Context: an optimization exercise on an open-source flow, tuned for small area. The choices shown serve that exercise and are no tape-out recipe.
Where RTL was checked, it was by simulation tests only, not by an equivalence proof against the original.
Function not checked in run 2: the RTL went through the layout flow alone.
The clock port is modelled as an ideal driver; clocking choices that lean on that would not hold on a real chip.

==> flow/design.v (outline; a module is shown in full before it is edited, if it fits) <==
// module ProcessingElement: 40 lines
// module Select3: 8 lines
// module FullAdder: 4 lines
// module AccumulatorTree: 1708 lines
// module PE_Array: 41 lines
// module PE_Matrix: 30 lines
module PE_Matrix(
    input clk,
    input rst,                 
    input [47:0] enable,       
    input [11:0] read_weight,  
    input [11:0] read_data,    
    input [11:0] forwarding_enable,  
    input [31:0] data_bus,     
    input [31:0] weight_bus,   
    input [127:0] partial_sum,  
    output [127:0] accumulated_output  
);
  // ...
==> flow/run.sh <==
#!/bin/bash
# synth_recipe.tcl (not shown) runs the flow's synth.tcl, then flattens the netlist and writes it again
# the make line also repeats each setting of config.mk as NAME=value (left out here)
make -C /OpenROAD-flow-scripts/flow DESIGN_CONFIG=/design/flow/config.mk WORK_HOME=/design/flow/orfs CLKGATE_MAP_FILE= SYNTH_SCRIPT=/design/flow/synth_recipe.tcl finish
==> flow/config.mk <==
export PLATFORM = sky130hd
export DESIGN_NAME = PE_Matrix
export DESIGN_NICKNAME = PE_Matrix
export VERILOG_FILES = /design/flow/design.v
export SDC_FILE = /design/flow/constraint.sdc
export NUM_CORES = 4
export LEC_CHECK = 0
export CAP_MARGIN = 20
export CORE_MARGIN = 2
export CORE_UTILIZATION = 40
export CTS_BUF_LIST = sky130_fd_sc_hd__clkbuf_16
export CTS_CLUSTER_DIAMETER = 100
export CTS_CLUSTER_SIZE = 24
export PLACE_DENSITY = 0.6
export SLEW_MARGIN = 20
export SYNTH_HIERARCHICAL = 1
==> flow/constraint.sdc <==
create_clock -name core_clock -period 5.0 [get_ports {clk}]
set_input_delay 1.0000 -clock core_clock [delete_from_list [all_inputs] [get_ports {clk}]]
set_output_delay 1.0000 -clock core_clock [all_outputs]
set_load 0.01 [all_outputs]
==> notes.md, run 1 <==
- Final setup violating endpoints: 0
- Max FFs per register: 408
- Non-Clock Buffer Count: 839
- Met3 wire len: 61.8 mm
- Uppermost routed layer: met5
- Mapped Avg Cell Area: 12.7 um^2
- Count leader, synth: nand2_1
- DP Cell Count: 17500
- Synth Cell Area: 156000 um^2
- Postcts setup bufs: 0
- RSZ-0062 raised after global routing: no
- PostCTS Resize Cnt: 0
- Critical path data required time: 5.86 ns
- CTS tree: built
- Storage element area: 56400 um^2
- Status: finished clean
- IO buf count: 381
- Placer Congestion: 1.04
- Biggest register: pe_array_block.pe_array.accum_tree.sum_a
- Simple-Gate Fraction of Synth Area: 9.17%
- Max-slew violations: 0
- CP delay by family, top: adder cells
- First-pass GRT wire length: 794 mm
- Post-Synth XOR/XNOR Area: 0.990%
- Routed Antenna Nets: 0
==> module ProcessingElement, before the edit <==
module ProcessingElement(
    input wire clk,
    input wire rst,
    input wire enable,
    input wire read_weight,
    input wire read_data,
    input wire forwarding_enable,
    input wire [7:0] data_bus,
    input wire [7:0] weight_bus,
    input wire [7:0] forwarded_input,
    output reg [7:0] forwarded_data,
    output reg [7:0] product_weight
);
    reg [7:0] data;
    reg [7:0] weight;
    wire sel_fwd = enable & forwarding_enable;
    wire sel_bus = enable & ~forwarding_enable & read_data;
    wire sel_hold = ~(enable & (forwarding_enable | read_data));
    wire [7:0] data_next;
    Select3 data_sel(
        .s0(sel_fwd), .d0(forwarded_input),
        .s1(sel_bus), .d1(data_bus),
        .s2(sel_hold), .d2(data),
        .y(data_next)
    );
    always @(posedge clk or posedge rst) begin
        if (rst) begin
            data <= 8'd0;
            weight <= 8'd0;
            forwarded_data <= 8'd0;
        end else begin
            data <= data_next;
            if (enable & read_weight) weight <= weight_bus;
            if (enable) forwarded_data <= data;
        end
    end
    always @(posedge clk) begin
        if (enable) product_weight <= weight;
    end
endmodule
==> run 2, diff against run 1 <==
--- a/flow/design.v
+++ b/flow/design.v
@@ -8,62 +8,45 @@
     input wire [7:0] data_bus,
     input wire [7:0] weight_bus,
     input wire [7:0] forwarded_input,
     output reg [7:0] forwarded_data,
     output reg [7:0] product_weight
 );
     reg [7:0] data;
     reg [7:0] weight;
-    wire sel_fwd = enable & forwarding_enable;
-    wire sel_bus = enable & ~forwarding_enable & read_data;
-    wire sel_hold = ~(enable & (forwarding_enable | read_data));
-    wire [7:0] data_next;
-    Select3 data_sel(
-        .s0(sel_fwd), .d0(forwarded_input),
-        .s1(sel_bus), .d1(data_bus),
-        .s2(sel_hold), .d2(data),
-        .y(data_next)
-    );
     always @(posedge clk or posedge rst) begin
         if (rst) begin
             data <= 8'd0;
             weight <= 8'd0;
             forwarded_data <= 8'd0;
-        end else begin
-            data <= data_next;
-            if (enable & read_weight) weight <= weight_bus;
-            if (enable) forwarded_data <= data;
+        end else if (enable) begin
+            if (read_weight) weight <= weight_bus;
+            if (forwarding_enable) data <= forwarded_input;
+            else if (read_data) data <= data_bus;
+            forwarded_data <= data;
         end
     end
     always @(posedge clk) begin
         if (enable) product_weight <= weight;
     end
 endmodule
-module Select3(
-    input wire s0, input wire [7:0] d0,
-    input wire s1, input wire [7:0] d1,
-    input wire s2, input wire [7:0] d2,
-    output wire [7:0] y
-);
-    assign y = ({8{s0}} & d0) | ({8{s1}} & d1) | ({8{s2}} & d2);
-endmodule
 module FullAdder(input a, input b, input c, output s, output co);
     assign s = a ^ b ^ c;
     assign co = (a & b) | (a & c) | (b & c);
 endmodule
 module AccumulatorTree(
     input clk,
     input rst,
     input [95:0] fwd,    
     input [95:0] wgt,    
     input [31:0] partial_sum,
     output reg [31:0] accumulated_output
 );
-    reg [101:0] sum_a;
+    reg [53:0] sum_a;
     reg [19:0] sum_b_n;
     wire pp1, pp2, pp3, pp4, pp5, pp6, pp7, pp8, pp9, pp10, pp11, pp12, pp13, pp14, pp15, pp16;
     wire pp17, pp18, pp19, pp20, pp21, pp22, pp23, pp24, pp25, pp26, pp27, pp28, pp29, pp30, pp31, pp32;
     wire pp33, pp34, pp35, pp36, pp37, pp38, pp39, pp40, pp41, pp42, pp43, pp44, pp45, pp46, pp47, pp48;
     wire pp49, pp50, pp51, pp52, pp53, pp54, pp55, pp56, pp57, pp58, pp59, pp60, pp61, pp62, pp63, pp64;
     wire pp65, pp66, pp67, pp68, pp69, pp70, pp71, pp72, pp73, pp74, pp75, pp76, pp77, pp78, pp79, pp80;
     wire pp81, pp82, pp83, pp84, pp85, pp86, pp87, pp88, pp89, pp90, pp91, pp92, pp93, pp94, pp95, pp96;
     wire pp97, pp98, pp99, pp100, pp101, pp102, pp103, pp104, pp105, pp106, pp107, pp108, pp109, pp110, pp111, pp112;
@@ -1667,93 +1650,93 @@
     FullAdder fa659 (.a(s2023), .b(c2016), .c(s2025), .s(s2121), .co(c2122));
     FullAdder fa660 (.a(c2018), .b(s2027), .c(c2020), .s(s2123), .co(c2124));
     FullAdder fa661 (.a(s2029), .b(c1910), .c(s2031), .s(s2125), .co(c2126));
     FullAdder fa662 (.a(c2022), .b(c2024), .c(s2033), .s(s2127), .co(c2128));
     FullAdder fa663 (.a(c2026), .b(s2035), .c(c2028), .s(s2129), .co(c2130));
     FullAdder fa664 (.a(s2037), .b(c1920), .c(s2039), .s(s2131), .co(c2132));
     FullAdder fa665 (.a(c2030), .b(c1922), .c(c2032), .s(s2133), .co(c2134));
     FullAdder fa666 (.a(s2041), .b(c2034), .c(c2036), .s(s2135), .co(c2136));
-    FullAdder fa667 (.a(sum_a[0]), .b(sum_a[1]), .c(sum_a[2]), .s(s2137), .co(c2138));
-    FullAdder fa668 (.a(sum_a[10]), .b(sum_a[11]), .c(sum_a[6]), .s(s2139), .co(c2140));
-    assign s2141 = ~(sum_a[7] ^ sum_a[8]);
-    assign c2142 = sum_a[7] | sum_a[8];
-    FullAdder fa669 (.a(sum_a[12]), .b(sum_a[13]), .c(sum_a[14]), .s(s2143), .co(c2144));
-    FullAdder fa670 (.a(sum_a[15]), .b(sum_a[16]), .c(sum_a[17]), .s(s2145), .co(c2146));
-    FullAdder fa671 (.a(sum_a[18]), .b(sum_a[19]), .c(sum_a[20]), .s(s2147), .co(c2148));
-    FullAdder fa672 (.a(sum_a[21]), .b(sum_a[22]), .c(sum_a[23]), .s(s2149), .co(c2150));
-    FullAdder fa673 (.a(sum_a[24]), .b(sum_a[25]), .c(sum_a[26]), .s(s2151), .co(c2152));
-    FullAdder fa674 (.a(sum_a[27]), .b(sum_a[28]), .c(sum_a[29]), .s(s2153), .co(c2154));
-    FullAdder fa675 (.a(sum_a[30]), .b(sum_a[31]), .c(sum_a[32]), .s(s2155), .co(c2156));
-    FullAdder fa676 (.a(sum_a[33]), .b(sum_a[34]), .c(sum_a[35]), .s(s2157), .co(c2158));
-    FullAdder fa677 (.a(sum_a[36]), .b(sum_a[37]), .c(sum_a[38]), .s(s2159), .co(c2160));
-    FullAdder fa678 (.a(sum_a[39]), .b(sum_a[40]), .c(sum_a[41]), .s(s2161), .co(c2162));
-    FullAdder fa679 (.a(sum_a[42]), .b(sum_a[43]), .c(sum_a[44]), .s(s2163), .co(c2164));
-    FullAdder fa680 (.a(sum_a[45]), .b(sum_a[46]), .c(sum_a[47]), .s(s2165), .co(c2166));
-    FullAdder fa681 (.a(sum_a[48]), .b(sum_a[49]), .c(sum_a[50]), .s(s2167), .co(c2168));
-    FullAdder fa682 (.a(sum_a[51]), .b(sum_a[52]), .c(sum_a[53]), .s(s2169), .co(c2170));
-    FullAdder fa683 (.a(sum_a[54]), .b(sum_a[55]), .c(sum_a[56]), .s(s2171), .co(c2172));
-    FullAdder fa684 (.a(sum_a[57]), .b(sum_a[58]), .c(sum_a[59]), .s(s2173), .co(c2174));
-    FullAdder fa685 (.a(sum_a[60]), .b(sum_a[61]), .c(sum_a[62]), .s(s2175), .co(c2176));
-    FullAdder fa686 (.a(sum_a[63]), .b(sum_a[64]), .c(sum_a[65]), .s(s2177), .co(c2178));
-    FullAdder fa687 (.a(sum_a[66]), .b(sum_a[67]), .c(sum_a[68]), .s(s2179), .co(c2180));
-    FullAdder fa688 (.a(sum_a[69]), .b(sum_a[70]), .c(sum_a[71]), .s(s2181), .co(c2182));
-    FullAdder fa689 (.a(sum_a[72]), .b(sum_a[73]), .c(sum_a[74]), .s(s2183), .co(c2184));
-    FullAdder fa690 (.a(sum_a[75]), .b(sum_a[76]), .c(sum_a[77]), .s(s2185), .co(c2186));
-    FullAdder fa691 (.a(sum_a[78]), .b(sum_a[79]), .c(sum_a[80]), .s(s2187), .co(c2188));
-    FullAdder fa692 (.a(sum_a[81]), .b(sum_a[82]), .c(sum_a[83]), .s(s2189), .co(c2190));
-    FullAdder fa693 (.a(sum_a[84]), .b(sum_a[85]), .c(sum_a[86]), .s(s2191), .co(c2192));
-    FullAdder fa694 (.a(sum_a[87]), .b(sum_a[88]), .c(sum_a[89]), .s(s2193), .co(c2194));
-    FullAdder fa695 (.a(sum_a[90]), .b(sum_a[91]), .c(sum_a[92]), .s(s2195), .co(c2196));
-    FullAdder fa696 (.a(sum_a[93]), .b(sum_a[94]), .c(sum_a[95]), .s(s2197), .co(c2198));
-    FullAdder fa697 (.a(sum_a[100]), .b(sum_a[101]), .c(sum_a[96]), .s(s2199), .co(c2200));
-    FullAdder fa698 (.a(sum_a[97]), .b(sum_a[98]), .c(sum_a[99]), .s(s2201), .co(c2202));
-    assign s2203 = ~(sum_a[3] ^ sum_a[4]);
-    assign c2204 = sum_a[3] | sum_a[4];
-    FullAdder fa699 (.a(sum_a[9]), .b(s2141), .c(c2138), .s(s2205), .co(c2206));
-    FullAdder fa700 (.a(c2142), .b(c2140), .c(s2143), .s(s2207), .co(c2208));
-    FullAdder fa701 (.a(c2144), .b(c2146), .c(s2147), .s(s2209), .co(c2210));
+    FullAdder fa667 (.a(pp65), .b(pp705), .c(s1925), .s(s2137), .co(c2138));
+    FullAdder fa668 (.a(c2046), .b(c2044), .c(s2051), .s(s2139), .co(c2140));
+    assign s2141 = ~(s1931 ^ s2047);
+    assign c2142 = s1931 | s2047;
+    FullAdder fa669 (.a(c2052), .b(c2048), .c(c2050), .s(s2143), .co(c2144));
+    FullAdder fa670 (.a(s2053), .b(s2055), .c(s2057), .s(s2145), .co(c2146));
+    FullAdder fa671 (.a(c2054), .b(c2056), .c(s2059), .s(s2147), .co(c2148));
+    FullAdder fa672 (.a(c2058), .b(s2061), .c(s2063), .s(s2149), .co(c2150));
+    FullAdder fa673 (.a(c2060), .b(c2062), .c(c2064), .s(s2151), .co(c2152));
+    FullAdder fa674 (.a(s2065), .b(s2067), .c(s2069), .s(s2153), .co(c2154));
+    FullAdder fa675 (.a(c2066), .b(c2068), .c(s2071), .s(s2155), .co(c2156));
+    FullAdder fa676 (.a(c2070), .b(s2073), .c(s2075), .s(s2157), .co(c2158));
+    FullAdder fa677 (.a(c2072), .b(c2074), .c(s2077), .s(s2159), .co(c2160));
+    FullAdder fa678 (.a(c2076), .b(s2079), .c(s2081), .s(s2161), .co(c2162));
+    FullAdder fa679 (.a(c2078), .b(c2080), .c(s2083), .s(s2163), .co(c2164));
+    FullAdder fa680 (.a(c2082), .b(s2085), .c(s2087), .s(s2165), .co(c2166));
+    FullAdder fa681 (.a(c2084), .b(c2086), .c(s2089), .s(s2167), .co(c2168));
+    FullAdder fa682 (.a(c2088), .b(s2091), .c(s2093), .s(s2169), .co(c2170));
+    FullAdder fa683 (.a(c2090), .b(c2092), .c(s2095), .s(s2171), .co(c2172));
+    FullAdder fa684 (.a(s2097), .b(c2094), .c(s2099), .s(s2173), .co(c2174));
+    FullAdder fa685 (.a(c2096), .b(c2098), .c(s2101), .s(s2175), .co(c2176));
+    FullAdder fa686 (.a(s2103), .b(c2100), .c(s2105), .s(s2177), .co(c2178));
+    FullAdder fa687 (.a(c2102), .b(s2107), .c(c2104), .s(s2179), .co(c2180));
+    FullAdder fa688 (.a(s2109), .b(c2106), .c(s2111), .s(s2181), .co(c2182));
+    FullAdder fa689 (.a(c2108), .b(s2113), .c(c2110), .s(s2183), .co(c2184));
+    FullAdder fa690 (.a(s2115), .b(c2112), .c(s2117), .s(s2185), .co(c2186));
+    FullAdder fa691 (.a(c2114), .b(s2119), .c(s2121), .s(s2187), .co(c2188));
+    FullAdder fa692 (.a(c2116), .b(c2118), .c(s2123), .s(s2189), .co(c2190));
+    FullAdder fa693 (.a(s2125), .b(c2120), .c(s2127), .s(s2191), .co(c2192));
+    FullAdder fa694 (.a(c2122), .b(s2129), .c(c2124), .s(s2193), .co(c2194));
+    FullAdder fa695 (.a(s2131), .b(c2126), .c(s2133), .s(s2195), .co(c2196));
+    FullAdder fa696 (.a(c2128), .b(s2135), .c(c2130), .s(s2197), .co(c2198));
+    FullAdder fa697 (.a(c2038), .b(c2040), .c(c2042), .s(s2199), .co(c2200));
+    FullAdder fa698 (.a(c2132), .b(c2134), .c(c2136), .s(s2201), .co(c2202));
+    assign s2203 = ~(s2045 ^ s1923);
+    assign c2204 = s2045 | s1923;
+    FullAdder fa699 (.a(c2138), .b(s2049), .c(s2139), .s(s2205), .co(c2206));
+    FullAdder fa700 (.a(c2140), .b(c2142), .c(s2143), .s(s2207), .co(c2208));
+    FullAdder fa701 (.a(c2144), .b(s2147), .c(c2146), .s(s2209), .co(c2210));
     FullAdder fa702 (.a(c2148), .b(c2150), .c(s2151), .s(s2211), .co(c2212));
-    FullAdder fa703 (.a(c2152), .b(c2154), .c(s2155), .s(s2213), .co(c2214));
-    FullAdder fa704 (.a(c2156), .b(c2158), .c(s2159), .s(s2215), .co(c2216));
-    FullAdder fa705 (.a(c2160), .b(c2162), .c(s2163), .s(s2217), .co(c2218));
-    FullAdder fa706 (.a(c2164), .b(c2166), .c(s2167), .s(s2219), .co(c2220));
-    FullAdder fa707 (.a(c2168), .b(c2170), .c(s2171), .s(s2221), .co(c2222));
-    FullAdder fa708 (.a(c2172), .b(c2174), .c(s2175), .s(s2223), .co(c2224));
-    FullAdder fa709 (.a(c2176), .b(c2178), .c(s2179), .s(s2225), .co(c2226));
-    FullAdder fa710 (.a(c2180), .b(c2182), .c(s2183), .s(s2227), .co(c2228));
-    FullAdder fa711 (.a(c2184), .b(c2186), .c(s2187), .s(s2229), .co(c2230));
-    FullAdder fa712 (.a(c2188), .b(c2190), .c(s2191), .s(s2231), .co(c2232));
-    FullAdder fa713 (.a(c2192), .b(c2194), .c(s2195), .s(s2233), .co(c2234));
-    FullAdder fa714 (.a(c2196), .b(c2198), .c(s2199), .s(s2235), .co(c2236));
-    assign s2237 = ~(sum_a[5] ^ s2203);
-    assign c2238 = sum_a[5] | s2203;
-    FullAdder fa715 (.a(c2204), .b(s2139), .c(s2205), .s(s2239), .co(c2240));
-    FullAdder fa716 (.a(s2145), .b(c2206), .c(s2207), .s(s2241), .co(c2242));
-    FullAdder fa717 (.a(s2149), .b(c2208), .c(s2209), .s(s2243), .co(c2244));
-    FullAdder fa718 (.a(s2153), .b(c2210), .c(s2211), .s(s2245), .co(c2246));
-    FullAdder fa719 (.a(s2157), .b(c2212), .c(s2213), .s(s2247), .co(c2248));
-    FullAdder fa720 (.a(s2161), .b(c2214), .c(s2215), .s(s2249), .co(c2250));
-    FullAdder fa721 (.a(s2165), .b(c2216), .c(s2217), .s(s2251), .co(c2252));
-    FullAdder fa722 (.a(s2169), .b(c2218), .c(s2219), .s(s2253), .co(c2254));
-    FullAdder fa723 (.a(s2173), .b(c2220), .c(s2221), .s(s2255), .co(c2256));
-    FullAdder fa724 (.a(s2177), .b(c2222), .c(s2223), .s(s2257), .co(c2258));
-    FullAdder fa725 (.a(s2181), .b(c2224), .c(s2225), .s(s2259), .co(c2260));
-    FullAdder fa726 (.a(s2185), .b(c2226), .c(s2227), .s(s2261), .co(c2262));
-    FullAdder fa727 (.a(s2189), .b(c2228), .c(s2229), .s(s2263), .co(c2264));
-    FullAdder fa728 (.a(s2193), .b(c2230), .c(s2231), .s(s2265), .co(c2266));
-    FullAdder fa729 (.a(s2197), .b(c2232), .c(s2233), .s(s2267), .co(c2268));
-    FullAdder fa730 (.a(s2201), .b(c2234), .c(s2235), .s(s2269), .co(c2270));
-    FullAdder fa731 (.a(c2200), .b(c2202), .c(c2236), .s(s2271), .co(c2272));
-    wire [101:0] sum_a_d = {c2136, c2134, c2132, c2042, c2040, c2038, c2130, s2135, c2128, s2133, c2126, s2131, c2124, s2129, c2122, s2127, c2120, s2125, s2123, c2118, c2116, s2121, s2119, c2114, s2117, c2112, s2115, c2110, s2113, c2108, s2111, c2106, s2109, c2104, s2107, c2102, s2105, c2100, s2103, s2101, c2098, c2096, s2099, c2094, s2097, s2095, c2092, c2090, s2093, s2091, c2088, s2089, c2086, c2084, s2087, s2085, c2082, s2083, c2080, c2078, s2081, s2079, c2076, s2077, c2074, c2072, s2075, s2073, c2070, s2071, c2068, c2066, s2069, s2067, s2065, c2064, c2062, c2060, s2063, s2061, c2058, s2059, c2056, c2054, s2057, s2055, s2053, c2050, c2048, c2052, s2049, s2047, s1931, s2051, c2044, c2046, s2043, s1923, s2045, s1925, pp705, pp65};
+    FullAdder fa703 (.a(c2152), .b(s2155), .c(c2154), .s(s2213), .co(c2214));
+    FullAdder fa704 (.a(c2156), .b(s2159), .c(c2158), .s(s2215), .co(c2216));
+    FullAdder fa705 (.a(c2160), .b(s2163), .c(c2162), .s(s2217), .co(c2218));
+    FullAdder fa706 (.a(c2164), .b(s2167), .c(c2166), .s(s2219), .co(c2220));
+    FullAdder fa707 (.a(c2168), .b(s2171), .c(c2170), .s(s2221), .co(c2222));
+    FullAdder fa708 (.a(c2172), .b(s2175), .c(c2174), .s(s2223), .co(c2224));
+    FullAdder fa709 (.a(c2176), .b(s2179), .c(c2178), .s(s2225), .co(c2226));
+    FullAdder fa710 (.a(c2180), .b(s2183), .c(c2182), .s(s2227), .co(c2228));
+    FullAdder fa711 (.a(s2187), .b(c2184), .c(c2186), .s(s2229), .co(c2230));
+    FullAdder fa712 (.a(s2191), .b(c2188), .c(c2190), .s(s2231), .co(c2232));
+    FullAdder fa713 (.a(s2195), .b(c2192), .c(s2197), .s(s2233), .co(c2234));
+    FullAdder fa714 (.a(s2199), .b(c2196), .c(s2201), .s(s2235), .co(c2236));
+    assign s2237 = ~(sum_a[0] ^ sum_a[1]);
+    assign c2238 = sum_a[0] | sum_a[1];
+    FullAdder fa715 (.a(sum_a[3]), .b(sum_a[4]), .c(sum_a[5]), .s(s2239), .co(c2240));
+    FullAdder fa716 (.a(sum_a[6]), .b(sum_a[7]), .c(sum_a[8]), .s(s2241), .co(c2242));
+    FullAdder fa717 (.a(sum_a[10]), .b(sum_a[11]), .c(sum_a[9]), .s(s2243), .co(c2244));
+    FullAdder fa718 (.a(sum_a[12]), .b(sum_a[13]), .c(sum_a[14]), .s(s2245), .co(c2246));
+    FullAdder fa719 (.a(sum_a[15]), .b(sum_a[16]), .c(sum_a[17]), .s(s2247), .co(c2248));
+    FullAdder fa720 (.a(sum_a[18]), .b(sum_a[19]), .c(sum_a[20]), .s(s2249), .co(c2250));
+    FullAdder fa721 (.a(sum_a[21]), .b(sum_a[22]), .c(sum_a[23]), .s(s2251), .co(c2252));
+    FullAdder fa722 (.a(sum_a[24]), .b(sum_a[25]), .c(sum_a[26]), .s(s2253), .co(c2254));
+    FullAdder fa723 (.a(sum_a[27]), .b(sum_a[28]), .c(sum_a[29]), .s(s2255), .co(c2256));
+    FullAdder fa724 (.a(sum_a[30]), .b(sum_a[31]), .c(sum_a[32]), .s(s2257), .co(c2258));
+    FullAdder fa725 (.a(sum_a[33]), .b(sum_a[34]), .c(sum_a[35]), .s(s2259), .co(c2260));
+    FullAdder fa726 (.a(sum_a[36]), .b(sum_a[37]), .c(sum_a[38]), .s(s2261), .co(c2262));
+    FullAdder fa727 (.a(sum_a[39]), .b(sum_a[40]), .c(sum_a[41]), .s(s2263), .co(c2264));
+    FullAdder fa728 (.a(sum_a[42]), .b(sum_a[43]), .c(sum_a[44]), .s(s2265), .co(c2266));
+    FullAdder fa729 (.a(sum_a[45]), .b(sum_a[46]), .c(sum_a[47]), .s(s2267), .co(c2268));
+    FullAdder fa730 (.a(sum_a[48]), .b(sum_a[49]), .c(sum_a[50]), .s(s2269), .co(c2270));
+    FullAdder fa731 (.a(sum_a[51]), .b(sum_a[52]), .c(sum_a[53]), .s(s2271), .co(c2272));
+    wire [53:0] sum_a_d = {c2236, c2202, c2200, c2234, s2235, c2198, c2232, s2233, c2194, s2231, c2230, s2193, s2229, c2228, s2189, s2227, c2226, s2185, s2225, c2224, s2181, s2223, c2222, s2177, s2221, s2173, c2220, s2219, s2169, c2218, s2217, s2165, c2216, s2215, s2161, c2214, s2213, s2157, c2212, s2153, s2211, c2210, s2149, s2209, c2208, s2145, s2207, c2206, s2205, s2141, c2204, s2203, s2137, s2043};
     wire [19:0] row_a = {1'b1, c2272, c2270, c2268, c2266, c2264, c2262, c2260, c2258, c2256, c2254, c2252, c2250, c2248, c2246, c2244, c2242, c2240, c2238, s2237};
-    wire [19:0] row_b = {1'b1, 1'b1, s2271, s2269, s2267, s2265, s2263, s2261, s2259, s2257, s2255, s2253, s2251, s2249, s2247, s2245, s2243, s2241, s2239, s2137};
+    wire [19:0] row_b = {1'b1, 1'b1, s2271, s2269, s2267, s2265, s2263, s2261, s2259, s2257, s2255, s2253, s2251, s2249, s2247, s2245, s2243, s2241, s2239, sum_a[2]};
     always @(posedge clk or posedge rst) begin
         if (rst) begin
-            sum_a <= {102{1'b1}};
+            sum_a <= {54{1'b1}};
             sum_b_n <= {20{1'b1}};
             accumulated_output <= 32'd0;
         end else begin
             sum_a <= sum_a_d;
             sum_b_n <= row_a + row_b + 1'b1;
             accumulated_output <= {12'd0, ~sum_b_n} + partial_sum;
         end
     end
==> flow/config.mk (replaced) <==
export PLATFORM = sky130hd
export DESIGN_NAME = PE_Matrix
export DESIGN_NICKNAME = PE_Matrix
export VERILOG_FILES = /design/flow/design.v
export SDC_FILE = /design/flow/constraint.sdc
export NUM_CORES = 4
export LEC_CHECK = 0
export CAP_MARGIN = 20
export CORE_MARGIN = 2
export CORE_UTILIZATION = 40
export GPL_TIMING_DRIVEN = 0
export PLACE_DENSITY = 0.6
export SLEW_MARGIN = 20
export SYNTH_HIERARCHICAL = 1
==> notes.md, run 2 <==
- Status: complete, but fails checks
- Layout check failures: setup timing
- Final setup violating endpoints: 25 (+25)
- Row cnt: 229
- Largest net degree at the start of global routing: 72
- FF+latch count, synth: 1960
- Antenna violations before repair: 58
- Crit-path max FO: 4
- Count leader, synth: nand2_1
- Area growth from synthesis to layout: 19.3%
- Hold Crit Class: input port to asynchronous set/reset pin
- Commonest non-fill, non-tap cells in the layout: 3079 x nand2_1, 2290 x fa_1, 1177 x buf_4
- Post-synth top area share: 37.7%
- Via Count: 109000
- Storage element area: 51800 um^2 (-8.2%)
- Max incr delay on CP: 0.63 ns
- Skew-Pair Late Insertion Delay: 0.95 ns
- Reg2Reg Depth: 12
- Core footprint: 388000 um^2
- Max-slew violations: 0 (unchanged)
- Pre-CTS setup slack: -1.02 ns
- Setup TNS: -2.76 ns
- Total Routing Usage GR: 29.0%
- IO buf count: 381 (unchanged)
- Synth unique cells: 66
- Clock-pin slew on the worst setup and hold paths: 0.06 ns
- Initial drt markers: 13400
- Pre-Repair DR Iteration Count: 10
- Period utilization: 105%
- Mapped Avg Cell Area: 12.2 um^2 (-4.0%)
- EDFF count, synth: 384
- Layout cells sized above 1: 29.5%
- Top post-synthesis cells by count: 3132 x nand2_1, 2932 x fa_1, 1280 x dfrtp_1
- Die ar.: 394000 um^2
- Initial Utilization: 40.1%
- Cell repeated most along the worst path: fa_2
- Kind of critical path: flip-flop to flip-flop
- Routed Antenna Nets: 0 (unchanged)
- Worst-case clock skew: 0.0529 ns
- CP cell instances: buf_8 -> buf_6 -> nand2_2 -> fa_2 -> fa_2 -> fa_2 -> fa_2 -> fa_1 -> fa_1 -> fa_1 -> fa_2 -> fa_2
- Primary FF master, synth: dfrtp_1
- Transition time of the tightest slew-check pin: 1.28 ns
- Area leader, netlist: fa_1
- Layout Nets: 17600
- Vias in the first global route: 115000
- Chip height: 628 um
- Placed Area: 167000 um^2
- WL/cell: 29.3 um
- Final instance area: 186000 um^2
- Overflow left after global routing: 0
- Startpoint Class: flip-flop
- Synth Instances: 12800
- Slew margin rel.: 14.3%
- I/O Pins: 406
- Routed wire length: 573 mm
- Number of synthesis warnings: 8
- Sequential element share of the synthesized area: 33.0%
- Fillers: 34800
- Hold Violations, Final: 0
- Worst path bufs/invs: 2
- Commonest non-fill, non-tap cell in the layout: nand2_1
- CTS H-tree lvls: 4
- RSZ-0062 raised after global routing: yes
- Asr flop ratio synth: 80.4%
- Reg-to-reg critical path endpoint: pe_array_block[3].pe_array.accum_tree.sum_a[35]
- Highest Clock Rate: 190 MHz
- CTS tree: built
- Max Cap Viol: 0
- PnR worst setup slack: -0.272 ns
- Hold-fix buffers, CTS: 0
- Detailed Place HPWL: 435 mm
- Critical Path AT: 6.11 ns
- CTS sink cnt: 1960
- First-pass GRT wire length: 822 mm (+3.5%)
- CTS root buf: clkbuf_16
- Slowest CP cell: fa_2
- Fin crit period: 5.27 ns
- CP delay by family, top: adder cells
- Critical path data required time: 5.83 ns (-0.03 ns)
- Synth Cell Area: 156000 um^2 (about the same)
- Final Util: 47.9%
- CTS Buffer Depth: 4
- Multi-input logic area: 98600 um^2
- Vias per inst: 5.58
- Top post-synthesis cells by area: fa_1 38%, dfrtp_1 21%, nand2_1 7.5%
- Worst reg-to-reg setup slack: -0.27 ns
- Die X: 628 um
- # DRC: 0
- Placer Congestion: 1.05 (+0.32%)
- CTS buffer count: 226
- Worst Setup End Kind: flip-flop
## run 2: changes by cell type in the layout (fill, tap and decap cells not counted), moves of 120 or more
cell / delta
buf_4: +715
fa_1: -642
fa_2: +642
nor2b_1: +352
dfrtp_1: -327
dfrtp_2: +312
inv_1: +271
dfstp_2: -192
buf_6: +120
## run 2: what timing repair did
action / in CTS / in global routing
setup buffers: 1044 / 218
setup endpoints to repair: 124 / 61
resized for setup: 913 / 348
pin swaps: 203 / 260
## run 2: per-module statistics from Yosys (local to each module, per instance), excerpt
| module | area (um^2) | flops+latches |
|---|---|---|
| AccumulatorTree | 9000 | 106 |
| ProcessingElement | 1270 | 32 |
| FullAdder | 20.0 | 0 |
| PE_Array | 3.75 | 0 |
## run 2: cell families after synthesis
family,Yosys count,share of synthesized area [%]
fa+ha+maj,3168,39.6
xor+xnor,152,0.855
simple gates,4024,11.4
compound gates,824,4.65
mux,776,5.60
buf+inv,1908,4.97
flops,1960,33.0
other cells,4,0.00964
## run 2: stage by stage
stage / cells / hold slack (ns)
final: 19600 / 0.317
after CTS: 19400 / 0.271
after floorplan: 12800 / 0.419
after global routing: 19600 / 0.314
after detailed placement: 18500 / 0.425
after global placement: 18400 / 0.422
## run 2: area by class of cell
class	instances	share of cell area [%]
tap	5197	3.50
multi-input combinational	8976	53.1
inverter	1140	2.31
antenna	22	0.0296
timing repair buffer	1696	8.30
clock buffer	293	3.32
sequential	1960	27.9
buffer	153	0.834
clock inverter	130	0.734
## run 2: worst reg2reg max path: cells and delay by family (launching register included)
family | cells | cell delay [ns]
buffers and inverters | 2 | 0.30
flip-flops | 1 | 0.43
AND/OR/NAND/NOR | 1 | 0.06
adder cells (fa/ha/maj) | 9 | 4.36
## run 2: worst max path at each step
stage / start / end / slack (ns) / cells after the start
2_1_floorplan: flip-flop / pe_array_block[0].pe_array.accum_tree.sum_a[32] / 0.06 / 11
3_3_place_gp: rst / asynchronous set/reset pin / -5.03 / 2
3_5_place_dp: flip-flop / pe_array_block[3].pe_array.accum_tree.sum_a[41] / -1.02 / 11
4_1_cts: flip-flop / pe_array_block[0].pe_array.accum_tree.sum_a[32] / -0.25 / 11
5_1_grt: flip-flop / pe_array_block[3].pe_array.accum_tree.sum_a[35] / -0.27 / 11
6_report: flip-flop / pe_array_block[3].pe_array.accum_tree.sum_a[35] / -0.27 / 12
## run 2: metal layers
metal	share of wire (%)	GRT usage, %	vias to the layer above	wire, um
met2	45	44.4	6177	258000
met5	0.028	0	-	160
met3	9.8	6.58	1418	56500
met1	39	38.6	58100	221000
li1	-	-	43600	-
met4	6.6	15.2	26	37800
==> run 3, diff against run 2 <==
--- a/flow/design.v
+++ b/flow/design.v
@@ -14,4 +14,14 @@
     reg [7:0] data;
     reg [7:0] weight;
+    wire sel_fwd = enable & forwarding_enable;
+    wire sel_bus = enable & ~forwarding_enable & read_data;
+    wire sel_hold = ~(enable & (forwarding_enable | read_data));
+    wire [7:0] data_next;
+    Select3 data_sel(
+        .s0(sel_fwd), .d0(forwarded_input),
+        .s1(sel_bus), .d1(data_bus),
+        .s2(sel_hold), .d2(data),
+        .y(data_next)
+    );
     always @(posedge clk or posedge rst) begin
         if (rst) begin
@@ -19,9 +29,8 @@
             weight <= 8'd0;
             forwarded_data <= 8'd0;
-        end else if (enable) begin
-            if (read_weight) weight <= weight_bus;
-            if (forwarding_enable) data <= forwarded_input;
-            else if (read_data) data <= data_bus;
-            forwarded_data <= data;
+        end else begin
+            data <= data_next;
+            if (enable & read_weight) weight <= weight_bus;
+            if (enable) forwarded_data <= data;
         end
     end
@@ -30,4 +39,12 @@
     end
 endmodule
+module Select3(
+    input wire s0, input wire [7:0] d0,
+    input wire s1, input wire [7:0] d1,
+    input wire s2, input wire [7:0] d2,
+    output wire [7:0] y
+);
+    assign y = ({8{s0}} & d0) | ({8{s1}} & d1) | ({8{s2}} & d2);
+endmodule
 module FullAdder(input a, input b, input c, output s, output co);
     assign s = a ^ b ^ c;
==> flow/flow/run.sh (new file) <==
#!/bin/bash
set -euo pipefail
bash standard.sh synth > synth.log 2>&1
sdc=orfs/results/$FLOW_PLATFORM/PE_Matrix/base/1_synth.sdc
test -f "$sdc"
# placement-time hint of the later clock; flow/skew.tcl removes it after CTS
echo 'set_clock_latency 1.0 [get_pins *accum_tree.sum_a*/CLK]' >> "$sdc"
SKIP_CTS_REPAIR_TIMING=1 POST_CTS_TCL="$PWD/flow/skew.tcl" bash standard.sh finish > layout.log 2>&1
==> flow/flow/skew.tcl (new file) <==
set dly_cell sky130_fd_sc_hd__clkdlybuf4s50_1
set n_dly 1
set pins_all [get_pins *accum_tree.sum_a*/CLK]
unset_clock_latency $pins_all

proc driver_of { pin } {
  set net [get_nets -of_objects $pin]
  return [get_cells -of_objects [get_pins -of_objects $net -filter "direction == output"]]
}

set groups [dict create]
foreach pin $pins_all {
  dict lappend groups [get_full_name [get_nets -of_objects $pin]] $pin
}
set arrays [dict create]
set i 0
dict for {net pins} $groups {
  set n [llength $pins]
  set cell [expr {$n <= 6 ? "sky130_fd_sc_hd__clkbuf_4" : ($n <= 12 ? "sky130_fd_sc_hd__clkbuf_8" : "sky130_fd_sc_hd__clkbuf_16")}]
  insert_buffer -buffer_cell $cell -net [get_nets $net] -load_pins $pins \
    -buffer_name skewbuf_$i -net_name skewnet_$i
  set b [driver_of [lindex $pins 0]]
  regexp {pe_array_block\[(\d+)\]} [get_full_name [lindex $pins 0]] -> a
  dict lappend arrays $a [sta::find_pin "[get_full_name $b]/A"]
  incr i
}
dict for {a bpins} $arrays {
  if { [llength $bpins] > 1 } {
    insert_buffer -buffer_cell sky130_fd_sc_hd__clkbuf_8 -load_pins $bpins -load_pins_on_diff_nets \
      -buffer_name skewroot_$a -net_name skewrootnet_$a
    set load [sta::find_pin "[get_full_name [driver_of [lindex $bpins 0]]]/A"]
  } else {
    set load [lindex $bpins 0]
  }
  for {set k 0} {$k < $n_dly} {incr k} {
    insert_buffer -buffer_cell $dly_cell -load_pins [list $load] \
      -buffer_name skewdly_${a}_$k -net_name skewdlynet_${a}_$k
    set load [sta::find_pin "[get_full_name [driver_of $load]]/A"]
  }
}
puts "skew: [llength $pins_all] sum_a clock pins in [dict size $groups] groups, [dict size $arrays] branches"
detailed_placement
estimate_parasitics -placement
report_clock_skew

# what the standard CTS step does after clock tree synthesis
repair_timing_helper
detailed_placement
check_placement -verbose
==> flow/standard.sh (new file) <==
#!/bin/bash
# synth_recipe.tcl (not shown) runs the flow's synth.tcl, then flattens the netlist and writes it again
# the make line also repeats each setting of config.mk as NAME=value (left out here)
make -C /OpenROAD-flow-scripts/flow DESIGN_CONFIG=/design/flow/config.mk WORK_HOME=/design/flow/orfs CLKGATE_MAP_FILE= SYNTH_SCRIPT=/design/flow/synth_recipe.tcl "${@:-finish}"
--- a/flow/config.mk
+++ b/flow/config.mk
@@ -9,4 +9,7 @@
 export CORE_MARGIN = 2
 export CORE_UTILIZATION = 40
+export CTS_BUF_LIST = sky130_fd_sc_hd__clkbuf_16
+export CTS_CLUSTER_DIAMETER = 100
+export CTS_CLUSTER_SIZE = 24
 export GPL_TIMING_DRIVEN = 0
 export PLACE_DENSITY = 0.6
removed: flow/run.sh
==> notes.md, run 3 <==
- Status: complete, but fails checks
- Layout check failures: setup timing
- Routed wire length: 554 mm (-3.4%)
- Crit-path max FO: 8 (+4)
- IO buf count: 381 (unchanged)
- # DRC: 0 (unchanged)
- CP cell instances: clkbuf_1 -> nand2_1 -> fa_1 -> fa_1 -> fa_1 -> fa_1 -> fa_1 -> fa_1 -> fa_1 -> fa_1 -> fa_1
- Highest Clock Rate: 196 MHz (+3.1%)
- Fin crit period: 5.11 ns (-0.158 ns)
- Worst Setup End Kind: flip-flop
- Skew-Pair Late Insertion Delay: 1.92 ns (+0.97 ns)
- Primary FF master, synth: dfrtp_1
- CTS sink cnt: 1960 (unchanged)
- Detailed Place HPWL: 445 mm (+2.5%)
- Largest net degree at the start of global routing: 76 (+5.6%)
- CTS tree: built
- Clock-pin slew on the worst setup and hold paths: 0.10 ns (+0.04 ns)
- Commonest non-fill, non-tap cells in the layout: 3132 x nand2_1, 2932 x fa_1, 1279 x dfrtp_1
- Layout Nets: 16100 (-8.4%)
- First-pass GRT wire length: 788 mm (-4.2%)
- Initial Utilization: 40.2% (+0.079 points)
- Top post-synthesis cells by count: 3132 x nand2_1, 2932 x fa_1, 1280 x dfrtp_1
- Setup TNS: -0.238 ns (+2.52 ns)
- RSZ-0062 raised after global routing: yes
- Final setup violating endpoints: 4 (-84%)
- Synth Instances: 12100 (-5.2%)
- Kind of critical path: flip-flop to flip-flop
- Slew margin rel.: 10.4% (-3.9 points)
- PnR worst setup slack: -0.114 ns (+0.158 ns)
- Sequential element share of the synthesized area: 34.0% (+1.0 points)
- Synth unique cells: 63 (-4.5%)
- Synth Cell Area: 151000 um^2 (-3.0%)
- Hold Crit Class: flip-flop to flip-flop
- Asr flop ratio synth: 80.4% (unchanged)
- Initial drt markers: 12500 (-6.8%)
- Critical Path AT: 6.81 ns (+0.70 ns)
- Count leader, synth: nand2_1
- WHS: 0.0756 ns (-0.241 ns)
- Area leader, netlist: fa_1
- I/O Pins: 406 (unchanged)
- Multi-input logic area: 93400 um^2 (-5.3%)
- Top post-synthesis cells by area: fa_1 39%, dfrtp_1 21%, nand2_1 7.8%
- Area growth from synthesis to layout: 9.78%
- Period utilization: 102% (-3.2 points)
- FF+latch count, synth: 1960 (unchanged)
- Die X: 619 um (-1.5%)
- Worst path bufs/invs: 1 (-1)
- Core footprint: 376000 um^2 (-3.2%)
- Post-synth top area share: 38.8% (+1.2 points)
- Post-Layout Cell Count: 17800 (-9.0%)
- Worst-case clock skew: 1.05 ns (+0.994 ns)
- Hold Violations, Final: 0 (unchanged)
- Pre-Repair DR Iteration Count: 12 (+2)
- Final Util: 44.1% (-3.7 points)
- Placer Congestion: 1.03 (-1.9%)
- Chip height: 619 um (-1.5%)
- Fillers: 34900 (+0.24%)
- Layout cells sized above 1: 12.8% (-17 points)
- WL/cell: 31.1 um (+6.1%)
- Vias in the first global route: 107000 (-7.0%)
- Die ar.: 383000 um^2 (-3.0%)
- Vias per inst: 5.66 (+1.3%)
- Total Routing Usage GR: 29.1% (+0.13 points)
- Routed Antenna Nets: 0 (unchanged)
- Critical path data required time: 6.70 ns (+0.87 ns)
- Row cnt: 225 (-1.7%)
- Startpoint Class: flip-flop
- Commonest non-fill, non-tap cell in the layout: nand2_1
- Mapped Avg Cell Area: 12.4 um^2 (+2.4%)
- Max-slew violations: 0 (unchanged)
- Max Cap Viol: 0 (unchanged)
- Via Count: 101000 (-7.8%)
- Overflow left after global routing: 0 (unchanged)
- Storage element area: 51300 um^2 (-0.86%)
- Transition time of the tightest slew-check pin: 1.34 ns (+0.0559 ns)
- Cell repeated most along the worst path: fa_1
- DP Cell Count: 17600 (-4.9%)
- Antenna violations before repair: 59 (+1.7%)
- Max incr delay on CP: 0.67 ns (+0.04 ns)
- Number of synthesis warnings: 8 (unchanged)
- CP delay by family, top: adder cells
- EDFF count, synth: 384 (unchanged)
- Slowest CP cell: fa_1
==> run 3: cell count changes in the layout (fill, tap and decap cells not counted), sizes merged, moves of 65 or more <==
cell	delta
nor2b	-336
inv	-280
clkbuf	+508
buf	-1335
clkinv	-65
==> run 3: area by class of cell, without the clock buffers <==
type	instances	share of cell area, %
repair buffers	421	2.66
multi-input cells	8592	56.3
diodes	39	0.0588
well taps	4994	3.77
inverters	804	1.83
plain buffers	752	1.92
clock inverters	91	0.457
flip-flops and latches	1960	31.0
==> run 3: Yosys stat by module, one instance, submodules excluded, excerpt <==
module             area (um^2)  copies in the design  flops+latches
Select3                    120                    48              0
AccumulatorTree           9000                     4            106
FullAdder                 20.0                  2924              0
PE_Array                  3.75                     4              0
ProcessingElement         1060                    48             32
==> run 3: cell families after synthesis <==
family	Yosys count	share of synthesized area (%)
buffers and inverters	1620	4.25
muxes	776	5.78
AOI/OAI and AO/OA	824	4.59
other	4	0.00993
and+or+nand+nor	3640	9.70
adders and majority gates	3168	40.8
DFF	1960	34.0
xor gates and xnor gates	152	0.881
==> run 3: worst paths after layout <==
kind	to	startpoint	slack, ns	cells after the start
max	pe_array_block[0].pe_array.accum_tree.sum_a[32]	flip-flop	-0.11	11
min	pe_array_block[1].pe_array.accum_tree.sum_a[0]	flip-flop	0.08	3
max reg2reg	pe_array_block[0].pe_array.accum_tree.sum_a[32]	flip-flop	-0.11	11
min reg2reg	pe_array_block[1].pe_array.accum_tree.sum_a[0]	flip-flop	0.08	3
min in group asynchronous	pe_array_block[3].pe_array.accum_tree.sum_a[29]	rst	0.40	4
max in group asynchronous	asynchronous set/reset pin	rst	2.97	4
==> run 3: layer usage <==
metal / vias to the layer above / track usage (%) / wire length (um)
met5: - / 0 / 160
met4: 24 / 16.5 / 37400
met3: 1139 / 6.89 / 54100
met2: 5420 / 45.0 / 250000
met1: 54100 / 37.8 / 212000
li1: 40100 / - / -
==> run 3: tightest hold or removal path, delay by kind of cell, from the launching register on <==
family	cells	cell delay, ns
simple gates	1	0.15
buf+inv	1	0.26
flops	1	0.37
fa+ha+maj	1	0.18
==> run 3: per-stage QoR <==
| step | instance area, um^2 | worst slack [ns] |
|---|---|---|
| finish | 166000 | -0.114 |
| global route | 166000 | -0.0301 |
| detailed placement | 162000 | -0.0953 |
| global placement | 161000 | -4.90 |
| floorplan | 151000 | 1.06 |
==> run 4, diff against run 3 <==
--- a/flow/config.mk
+++ b/flow/config.mk
@@ -12,5 +12,4 @@
 export CTS_CLUSTER_DIAMETER = 100
 export CTS_CLUSTER_SIZE = 24
-export GPL_TIMING_DRIVEN = 0
 export PLACE_DENSITY = 0.6
 export SLEW_MARGIN = 20
==> notes.md, run 4 <==
- Fillers: 34700 (-0.55%)
- RSZ-0062 raised after global routing: no
- Setup TNS: 0 ns (+0.238 ns)
- Fin crit period: 4.92 ns (-0.194 ns)
- Top post-synthesis cells by area: fa_1 39%, dfrtp_1 21%, nand2_1 7.8%
- Routed Antenna Nets: 0 (unchanged)
- Count leader, synth: nand2_1
- Number of synthesis warnings: 8 (unchanged)
- Die ar.: 383000 um^2 (unchanged)
- Sequential element share of the synthesized area: 34.0% (unchanged)
- Core footprint: 376000 um^2 (unchanged)
- CTS tree: built
- Asr flop ratio synth: 80.4% (unchanged)
- Hold Crit Class: flip-flop to flip-flop
- Primary FF master, synth: dfrtp_1
- Vias per inst: 5.72 (+1.2%)
- Total Routing Usage GR: 29.6% (+0.49 points)
- Post-synth top area share: 38.8% (unchanged)
- Vias in the first global route: 105000 (-1.2%)
- Synth unique cells: 63 (unchanged)
- Max-slew violations: 0 (unchanged)
- Hold Violations, Final: 0 (unchanged)
- First-pass GRT wire length: 797 mm (+1.1%)
- WHS: 0.0546 ns (-0.0210 ns)
- FF+latch count, synth: 1960 (unchanged)
- Row cnt: 225 (unchanged)
- CTS sink cnt: 1960 (unchanged)
- Worst-case clock skew: 1.01 ns (-0.0326 ns)
- I/O Pins: 406 (unchanged)
- Pre-Repair DR Iteration Count: 11 (-1)
- Crit-path max FO: 6 (-2)
- Overflow left after global routing: 0 (unchanged)
- Via Count: 100000 (-0.48%)
- # DRC: 0 (unchanged)
- Layout Nets: 15800 (-1.7%)
- EDFF count, synth: 384 (unchanged)
- Post-Route M1 WL: 210 mm (-0.96%)
- Initial drt markers: 13000 (+4.1%)
- Skew-Pair Late Insertion Delay: 1.88 ns (-0.04 ns)
- Antenna violations before repair: 51 (-14%)
- Placed Area: 162000 um^2 (about the same)
- Max Cap Viol: 0 (unchanged)
- Top post-synthesis cells by count: 3132 x nand2_1, 2932 x fa_1, 1280 x dfrtp_1
- Critical path data required time: 6.71 ns (about the same)
- Largest net degree at the start of global routing: 78 (+2.6%)
- Initial Utilization: 40.2% (unchanged)
- IO buf count: 381 (unchanged)
- Detailed Place HPWL: 452 mm (+1.5%)
- Commonest non-fill, non-tap cells in the layout: 3132 x nand2_1, 2932 x fa_1, 1280 x dfrtp_1
- Die X: 619 um (unchanged)
- Period utilization: 98.4% (-3.9 points)
- Area leader, netlist: fa_1
- Transition time of the tightest slew-check pin: 1.16 ns (-0.178 ns)
- Final instance area: 166000 um^2 (-0.12%)
- Kind of critical path: flip-flop to flip-flop
- Synth Instances: 12100 (unchanged)
- Synth Cell Area: 151000 um^2 (unchanged)
- Storage element area: 51300 um^2 (about the same)
- Mapped Avg Cell Area: 12.4 um^2 (unchanged)
- Layout cells sized above 1: 15.2% (+2.4 points)
- Area growth from synthesis to layout: 9.65%
- Routed length on met2: 254 mm (+1.4%)
- Startpoint Class: flip-flop
- Clock-pin slew on the worst setup and hold paths: 0.10 ns (about the same)
- Uppermost routed layer: met5
- Commonest non-fill, non-tap cell in the layout: nand2_1
- Highest Clock Rate: 203 MHz (+3.9%)
- Status: finished clean
- Final setup violating endpoints: 0 (-4)
- Worst Setup End Kind: flip-flop
- Placer Congestion: 1.06 (+3.1%)
- Slew margin rel.: 22.5% (+12 points)
- Final Util: 44.1% (-0.052 points)
- Critical Path AT: 6.63 ns (-0.18 ns)
- Chip height: 619 um (unchanged)
- Met3 wire len: 56.7 mm (+4.9%)
- Routed wire length: 563 mm (+1.7%)
- WL/cell: 32.2 um (+3.4%)
- Multi-input logic area: 93400 um^2 (about the same)
run 4: cell counts after synthesis:
Identical to the previous run, type by type.
run 4: layer usage:
metal | vias to the layer above | GRT usage (%)
li1 | 39500 | -
met1 | 53500 | 37.9
met3 | 1318 | 7.36
met5 | - | 0
met2 | 5882 | 45.3
met4 | 26 | 18.6
run 4: per-module statistics from Yosys, one instance, submodules excluded, excerpt:
module | area [um^2] | flip-flops and latches | copies in the design | cells inside
AccumulatorTree | 9000 | 106 | 4 | 1428
FullAdder | 20.0 | 0 | 2924 | 1
PE_Array | 3.75 | 0 | 4 | 1
ProcessingElement | 1060 | 32 | 48 | 55
Select3 | 120 | 0 | 48 | 18
run 4: final timing paths:
path                            from                                                 end  slack (ns)  cells after the start
max in group asynchronous        rst  pe_array_block[1].pe_array.pe_block[10].pe.data[0]        3.04                      3
min                        flip-flop      pe_array_block[2].pe_array.accum_tree.sum_a[1]        0.05                      3
max                        flip-flop     pe_array_block[0].pe_array.accum_tree.sum_a[32]        0.08                     10
min in group asynchronous        rst      pe_array_block[0].pe_array.accum_tree.sum_a[2]        0.37                      2
min reg2reg                flip-flop      pe_array_block[2].pe_array.accum_tree.sum_a[1]        0.05                      3
max reg2reg                flip-flop     pe_array_block[0].pe_array.accum_tree.sum_a[32]        0.08                     10
run 4: logic make-up after synthesis:
family	share of synthesized area, %
AO/OA/AOI/OAI	4.59
other	0.00993
XOR/XNOR	0.881
flip-flops	34.0
multiplexers	5.78
buffers and inverters	4.25
AND/OR/NAND/NOR	9.70
adder cells (fa/ha/maj)	40.8
run 4: cell type report, without the clock buffers:
cell class	instances	area share, %
tap	4994	3.77
sequential	1960	31.0
multi-input combinational	8592	56.4
inverter	804	1.83
clock inverter	88	0.408
timing repair buffer	907	4.66
antenna	30	0.0453
run 4: critical path, stage by stage (launching register included):
cell	delay (ns)
dfrtp_1	0.86
nand2_1	0.16
fa_1	0.54
fa_1	0.53
fa_1	0.59
fa_1	0.44
fa_1	0.42
fa_1	0.71
fa_1	0.48
fa_1	0.45
fa_1	0.51
run 4: stage by stage:
step / instances / setup WS, ns
2_1_floorplan: 12200 / 1.06
3_3_place_gp: 17300 / 0.456
3_5_place_dp: 17300 / 0.425
5_1_grt: 17500 / 0.140
6_report: 17500 / 0.0805
==> run 5, diff against run 4 <==
--- a/flow/config.mk
+++ b/flow/config.mk
@@ -12,5 +12,5 @@
 export CTS_CLUSTER_DIAMETER = 100
 export CTS_CLUSTER_SIZE = 24
-export PLACE_DENSITY = 0.6
+export PLACE_DENSITY = 0.75
 export SLEW_MARGIN = 20
 export SYNTH_HIERARCHICAL = 1
==> notes.md, run 5 <==
- Kind of critical path: flip-flop to flip-flop
- Initial drt markers: 16000 (+23%)
- Die X: 619 um (unchanged)
- Commonest non-fill, non-tap cell in the layout: nand2_1
- Via Count: 102000 (+1.4%)
- Hold Violations, Final: 0 (unchanged)
- Die ar.: 383000 um^2 (unchanged)
- Synth unique cells: 63 (unchanged)
- Vias per inst: 5.82 (+1.8%)
- Sequential element share of the synthesized area: 34.0% (unchanged)
- Primary FF master, synth: dfrtp_1
- Slew margin rel.: 23.4% (+0.89 points)
- Post-synth top area share: 38.8% (unchanged)
- Status: finished clean
- Critical path data required time: 6.63 ns (-0.08 ns)
- CTS sink cnt: 1960 (unchanged)
- Critical Path AT: 6.48 ns (-0.15 ns)
- Asr flop ratio synth: 80.4% (unchanged)
- Period utilization: 97.0% (-1.4 points)
- Fin crit period: 4.85 ns (-0.0688 ns)
- Synth Instances: 12100 (unchanged)
- Core footprint: 376000 um^2 (unchanged)
- Crit-path max FO: 10 (+4)
- Mapped Avg Cell Area: 12.4 um^2 (unchanged)
- Highest Clock Rate: 206 MHz (+1.4%)
- CTS tree: built
- # DRC: 0 (unchanged)
- Setup TNS: 0 ns (unchanged)
- Placer Congestion: 1.09 (+3.4%)
- Top post-synthesis cells by count: 3132 x nand2_1, 2932 x fa_1, 1280 x dfrtp_1
- Area growth from synthesis to layout: 9.45%
- Largest net degree at the start of global routing: 65 (-17%)
- Reg2Reg Depth: 10 (unchanged)
- Skew-Pair Late Insertion Delay: 1.83 ns (-0.05 ns)
- Antenna violations before repair: 49 (-3.9%)
- Initial Utilization: 40.2% (unchanged)
- Max-slew violations: 0 (unchanged)
- Clock-pin slew on the worst setup and hold paths: 0.09 ns (about the same)
- EDFF count, synth: 384 (unchanged)
- Post-Layout Cell Count: 17500 (-0.37%)
- Max Cap Viol: 0 (unchanged)
- Worst Setup End Kind: flip-flop
- Fillers: 34000 (-2.2%)
- Layout cells sized above 1: 14.7% (-0.52 points)
- WHS Path Cells: 2 (-1)
- Worst-case clock skew: 0.934 ns (-0.0796 ns)
- Routed Antenna Nets: 0 (unchanged)
- Placed Area: 161000 um^2 (-0.21%)
- Pre-Repair DR Iteration Count: 14 (+3)
- Count leader, synth: nand2_1
- Chip height: 619 um (unchanged)
- Transition time of the tightest slew-check pin: 1.15 ns (-0.0132 ns)
- First-pass GRT wire length: 761 mm (-4.5%)
- Number of synthesis warnings: 8 (unchanged)
- Commonest non-fill, non-tap cells in the layout: 3132 x nand2_1, 2932 x fa_1, 1280 x dfrtp_1
- Startpoint Class: flip-flop
- RSZ-0062 raised after global routing: no
- Layout Nets: 15800 (-0.38%)
- WL/cell: 30.4 um (-5.4%)
- Detailed Place HPWL: 421 mm (-6.9%)
- Hold Crit Class: flip-flop to flip-flop
- Vias in the first global route: 107000 (+1.1%)
- Area leader, netlist: fa_1
- I/O Pins: 406 (unchanged)
- Total Routing Usage GR: 27.9% (-1.7 points)
- Top post-synthesis cells by area: fa_1 39%, dfrtp_1 21%, nand2_1 7.8%
- Row cnt: 225 (unchanged)
- Final setup violating endpoints: 0 (unchanged)
- Overflow left after global routing: 0 (unchanged)
- Synth Cell Area: 151000 um^2 (unchanged)
- FF+latch count, synth: 1960 (unchanged)
- DP Cell Count: 17200 (-0.33%)
- Final Util: 44.0% (-0.081 points)
- Final instance area: 165000 um^2 (-0.18%)
- IO buf count: 381 (unchanged)
- Routed wire length: 531 mm (-5.7%)
[run 5: cell type report, without the clock buffers]
cell class	count	area, um^2	share of cell area [%]
multi-input combinational	8592	93400	56.5
sequential	1960	51300	31.0
timing repair buffer	845	7270	4.40
tap	4994	6250	3.78
inverter	804	3030	1.83
clock inverter	87	677	0.409
antenna	24	60.1	0.0363
[run 5: path summary, 6_finish.rpt]
kind | startpoint | to | slack (ns)
setup reg to reg | flip-flop | pe_array_block[3].pe_array.accum_tree.sum_a[32] | 0.15
hold reg to reg | flip-flop | pe_array_block[1].pe_array.accum_tree.sum_a[1] | 0.04
max in group asynchronous | rst | asynchronous set/reset pin | 3.05
hold / removal | flip-flop | pe_array_block[1].pe_array.accum_tree.sum_a[1] | 0.04
setup / recovery | flip-flop | pe_array_block[3].pe_array.accum_tree.sum_a[32] | 0.15
min in group asynchronous | rst | pe_array_block[2].pe_array.accum_tree.sum_a[27] | 0.14
[run 5: through the flow]
step / hold WS (ns) / worst slack [ns]
5_1_grt: 0.0364 / 0.150
6_report: 0.0413 / 0.149
3_5_place_dp: -0.130 / 0.458
3_3_place_gp: -0.139 / 0.471
2_1_floorplan: -0.232 / 1.06
[run 5: cell families (layout without fill, tap and decap cells)]
family | after synthesis | count (layout) | share of synthesized area (%)
AND/OR/NAND/NOR | 3640 | 3640 | 9.70
adder cells (fa/ha/maj) | 3168 | 3168 | 40.8
flip-flops | 1960 | 1960 | 34.0
buffers and inverters | 1620 | 1881 | 4.25
AO/OA/AOI/OAI | 824 | 824 | 4.59
multiplexers | 776 | 776 | 5.78
XOR/XNOR | 152 | 152 | 0.881
other | 4 | 56 | 0.00993
[run 5: modules after synthesis (local to each module, per instance), a selection]
module	cells	flops+latches	cell area [um^2]
AccumulatorTree	1428	106	9000
ProcessingElement	55	32	1060
Select3	18	0	120
FullAdder	1	0	20.0
PE_Array	1	0	3.75
[run 5: layer usage]
metal  share of wire, %  vias to the layer above  GRT usage, %
li1                   -                    39300             -
met1                 36                    53300          35.4
met2                 43                     7431          41.2
met3                 14                     1511          10.1
met4                7.1                       34          15.9
met5              0.082                        -         0.429
[run 5: critical path: stages, from the launching register on]
cell	delay [ns]
dfrtp_1	0.68
nand2_1	0.15
fa_1	0.51
fa_1	0.48
fa_1	0.61
fa_1	0.63
fa_1	0.46
fa_1	0.61
fa_1	0.47
fa_1	0.43
fa_1	0.55
==> run 6, diff against run 5 <==
==> flow/flow/run.sh (replaced) <==
#!/bin/bash
set -euo pipefail
bash standard.sh synth > synth.log 2>&1
sdc=orfs/results/$FLOW_PLATFORM/PE_Matrix/base/1_synth.sdc
test -f "$sdc"
# placement-time hint of the later clock; flow/skew.tcl removes it after CTS
echo 'set_clock_latency 1.0 [get_pins *accum_tree.sum_a*/CLK]' >> "$sdc"
SKIP_CTS_REPAIR_TIMING=1 POST_CTS_TCL="$PWD/flow/skew.tcl" \
  BUFFER_PORTS_ARGS="-buffer_cell sky130_fd_sc_hd__buf_1" bash standard.sh finish > layout.log 2>&1
--- a/flow/config.mk
+++ b/flow/config.mk
@@ -12,5 +12,5 @@
 export CTS_CLUSTER_DIAMETER = 100
 export CTS_CLUSTER_SIZE = 24
-export PLACE_DENSITY = 0.75
+export PLACE_DENSITY = 0.6
 export SLEW_MARGIN = 20
 export SYNTH_HIERARCHICAL = 1
==> notes.md, run 6 <==
- Startpoint Class: flip-flop
- Core footprint: 376000 um^2 (unchanged)
- CTS tree: built
- Max-slew violations: 0 (unchanged)
- IO buf count: 381 (unchanged)
- Layout Nets: 15800 (+0.21%)
- WHS: 0.0460 ns (+0.00473 ns)
- Pre-Repair DR Iteration Count: 10 (-4)
- Worst-case clock skew: 1.01 ns (+0.0731 ns)
- Transition time of the tightest slew-check pin: 1.21 ns (+0.0664 ns)
- Top post-synthesis cells by area: fa_1 39%, dfrtp_1 21%, nand2_1 7.8%
- Critical path data required time: 6.66 ns (+0.03 ns)
- Placer Congestion: 1.05 (-4.1%)
- Routed wire length: 566 mm (+6.5%)
- Critical Path AT: 6.57 ns (+0.09 ns)
- Via Count: 100000 (-1.5%)
- Clock-pin slew on the worst setup and hold paths: 0.10 ns (about the same)
- Slew margin rel.: 19.2% (-4.2 points)
- Die ar.: 383000 um^2 (unchanged)
- Hold Violations, Final: 0 (unchanged)
- First-pass GRT wire length: 799 mm (+5.1%)
- Max Cap Viol: 0 (unchanged)
- Routed Antenna Nets: 0 (unchanged)
- Overflow left after global routing: 0 (unchanged)
- Total Routing Usage GR: 29.8% (+1.9 points)
- Setup TNS: 0 ns (unchanged)
- Final instance area: 163000 um^2 (-1.2%)
- Fillers: 34900 (+2.9%)
- Hold EP: pe_array_block[3].pe_array.accum_tree.sum_a[1]
- FF+latch count, synth: 1960 (unchanged)
- Chip height: 619 um (unchanged)
- Asr flop ratio synth: 80.4% (unchanged)
- Period utilization: 98.2% (+1.2 points)
- Synth Instances: 12100 (unchanged)
- Reg-to-reg critical path endpoint: pe_array_block[0].pe_array.accum_tree.sum_a[32]
- Final setup violating endpoints: 0 (unchanged)
- PnR worst setup slack: 0.0913 ns (-0.0581 ns)
- Crit-path max FO: 9 (-1)
- Number of synthesis warnings: 8 (unchanged)
- Worst Setup End Kind: flip-flop
- CTS sink cnt: 1960 (unchanged)
- Primary FF master, synth: dfrtp_1
- Initial Utilization: 40.2% (unchanged)
- Highest Clock Rate: 204 MHz (-1.2%)
- I/O Pins: 406 (unchanged)
- Count leader, synth: nand2_1
- Pre-CTS setup slack: 0.417 ns (-0.0411 ns)
- Antenna violations before repair: 50 (+2.0%)
- EDFF count, synth: 384 (unchanged)
- Commonest non-fill, non-tap cell in the layout: nand2_1
- Worst reg-to-reg setup slack: 0.09 ns (-0.06 ns)
- Skew-Pair Late Insertion Delay: 1.86 ns (+0.03 ns)
- Post-synth top area share: 38.8% (unchanged)
- Mapped Avg Cell Area: 12.4 um^2 (unchanged)
- Layout cells sized above 1: 15.2% (+0.51 points)
- Fin crit period: 4.91 ns (+0.0581 ns)
- Area leader, netlist: fa_1
- # DRC: 0 (unchanged)
- Commonest non-fill, non-tap cells in the layout: 3132 x nand2_1, 2932 x fa_1, 1280 x dfrtp_1
- Kind of critical path: flip-flop to flip-flop
- Reg2Reg Depth: 10 (unchanged)
- Initial drt markers: 12700 (-21%)
- Die X: 619 um (unchanged)
- Largest net degree at the start of global routing: 78 (+20%)
- Row cnt: 225 (unchanged)
- Top post-synthesis cells by count: 3132 x nand2_1, 2932 x fa_1, 1280 x dfrtp_1
- Synth Cell Area: 151000 um^2 (unchanged)
- Sequential element share of the synthesized area: 34.0% (unchanged)
- Area growth from synthesis to layout: 8.16%
- Vias per inst: 5.72 (-1.7%)
- Status: finished clean
- Detailed Place HPWL: 455 mm (+8.0%)
- Hold Crit Class: flip-flop to flip-flop
- Placed Area: 159000 um^2 (-1.3%)
- WL/cell: 32.3 um (+6.3%)
- WHS Path Cells: 3 (+1)
- Synth unique cells: 63 (unchanged)
- Vias in the first global route: 106000 (-0.81%)
- RSZ-0062 raised after global routing: no
run 6: changes by cell type in the layout (fill, tap and decap cells not counted), sizes merged:
cell           change
clkdlybuf4s50    -368
buf              +348
clkbuf            +48
diode             +12
dlygate4sd3        +3
bufinv             +1
inv                -1
run 6: Yosys stat by module, one instance, submodules excluded, a selection:
module,cells,area (um^2),flops+latches,times used
Select3,18,120,0,48
PE_Array,1,3.75,0,4
AccumulatorTree,1428,9000,106,4
FullAdder,1,20.0,0,2924
ProcessingElement,55,1060,32,48
run 6: routing by layer:
metal / global-route usage, % / wire, um / part of all wire, %
met5: 0 / 196 / 0.035
met2: 45.7 / 254000 / 45
met3: 7.93 / 57900 / 10
met4: 17.9 / 42600 / 7.5
met1: 37.9 / 211000 / 37
run 6: worst max path at each step:
stage          cells past startpoint  slack (ns)  startpoint                                               to
5_1_grt                           10        0.06   flip-flop  pe_array_block[0].pe_array.accum_tree.sum_a[32]
3_5_place_dp                      10        0.42   flip-flop  pe_array_block[0].pe_array.accum_tree.sum_a[32]
6_report                          10        0.09   flip-flop  pe_array_block[0].pe_array.accum_tree.sum_a[32]
2_1_floorplan                     11        1.06   flip-flop  pe_array_block[0].pe_array.accum_tree.sum_a[32]
3_3_place_gp                      10        0.45   flip-flop  pe_array_block[3].pe_array.accum_tree.sum_a[32]
run 6: final cells by class, without the clock buffers:
| class | count | area, um^2 | area share (%) |
|---|---|---|---|
| multi-input combinational | 8592 | 93400 | 57.2 |
| sequential | 1960 | 51300 | 31.4 |
| tap | 4994 | 6250 | 3.82 |
| timing repair buffer | 879 | 5350 | 3.28 |
| inverter | 804 | 3030 | 1.85 |
| clock inverter | 87 | 678 | 0.415 |
| antenna | 36 | 90.1 | 0.0551 |
run 6: critical path: stages, from the launching register on:
cell and delay (ns):
dfrtp_1 0.86, nand2_1 0.16, fa_1 0.50, fa_1 0.56
fa_1 0.59, fa_1 0.43, fa_1 0.41, fa_1 0.69
fa_1 0.47, fa_1 0.44, fa_1 0.51
run 6: cell families after synthesis:
logic type	Yosys count	synth area share [%]
simple gates	3640	9.70
fa+ha+maj	3168	40.8
flops	1960	34.0
buf+inv	1620	4.25
compound gates	824	4.59
mux	776	5.78
xor+xnor	152	0.881
other cells	4	0.00993
run 6: per-stage QoR:
stage	instances	util [%]
after floorplan	12200	-
after global placement	17200	42.4
after detailed placement	17200	42.4
after global routing	17500	43.5
final	17500	43.5

==> port drivers added, routing unchanged <==
How much do the figures lean on ideal ports? The routed layouts below were timed once more, with nothing changed but the port constraints.
Step 1: set_driving_cell puts a clkbuf_16 on clk and a buf_2 on each other input, an assumption about the parent block.
Step 2, shift: input delay + t, output delay - t, t = (earliest + latest rising clock arrival at the registers) / 2. This alone moves slack from input paths to output paths.
a / b / c = ideal ports / drivers / drivers and shift; a / b = the first two.
| run | t (ns) | setup slack, ns | worst setup path after step 2 | clock arrival spread, ns | worst slew at a driven data input, ns |
|---|---|---|---|---|---|
| run 1 | 1.063 | 0.275 / 0.275 / 0.275 | register to register | 0.067 / 0.068 | 0.29 |
| run 2 | 1.038 | -0.272 / -0.272 / -0.272 | register to register | 0.067 / 0.067 | 0.25 |
| run 3 | 1.486 | -0.114 / -0.114 / -0.239 | input to register | 1.094 / 1.093 | 0.46 |
| run 4 | 1.478 | 0.081 / 0.081 / 0.075 | input to register | 1.025 / 1.025 | 0.49 |
| run 5 | 1.426 | 0.149 / 0.149 / 0.149 | register to register | 1.027 / 1.027 | 0.26 |
| run 6 | 1.480 | 0.091 / 0.091 / 0.091 | register to register | 1.034 / 1.034 | 0.51 |
Clock arrivals are far apart in run 3, run 4, run 5 and run 6, so t is only a midpoint there and step 2 fits no single register. The setup slack of run 3, which loses most, moves by 0.000 ns with the drivers and by -0.125 ns with both steps.
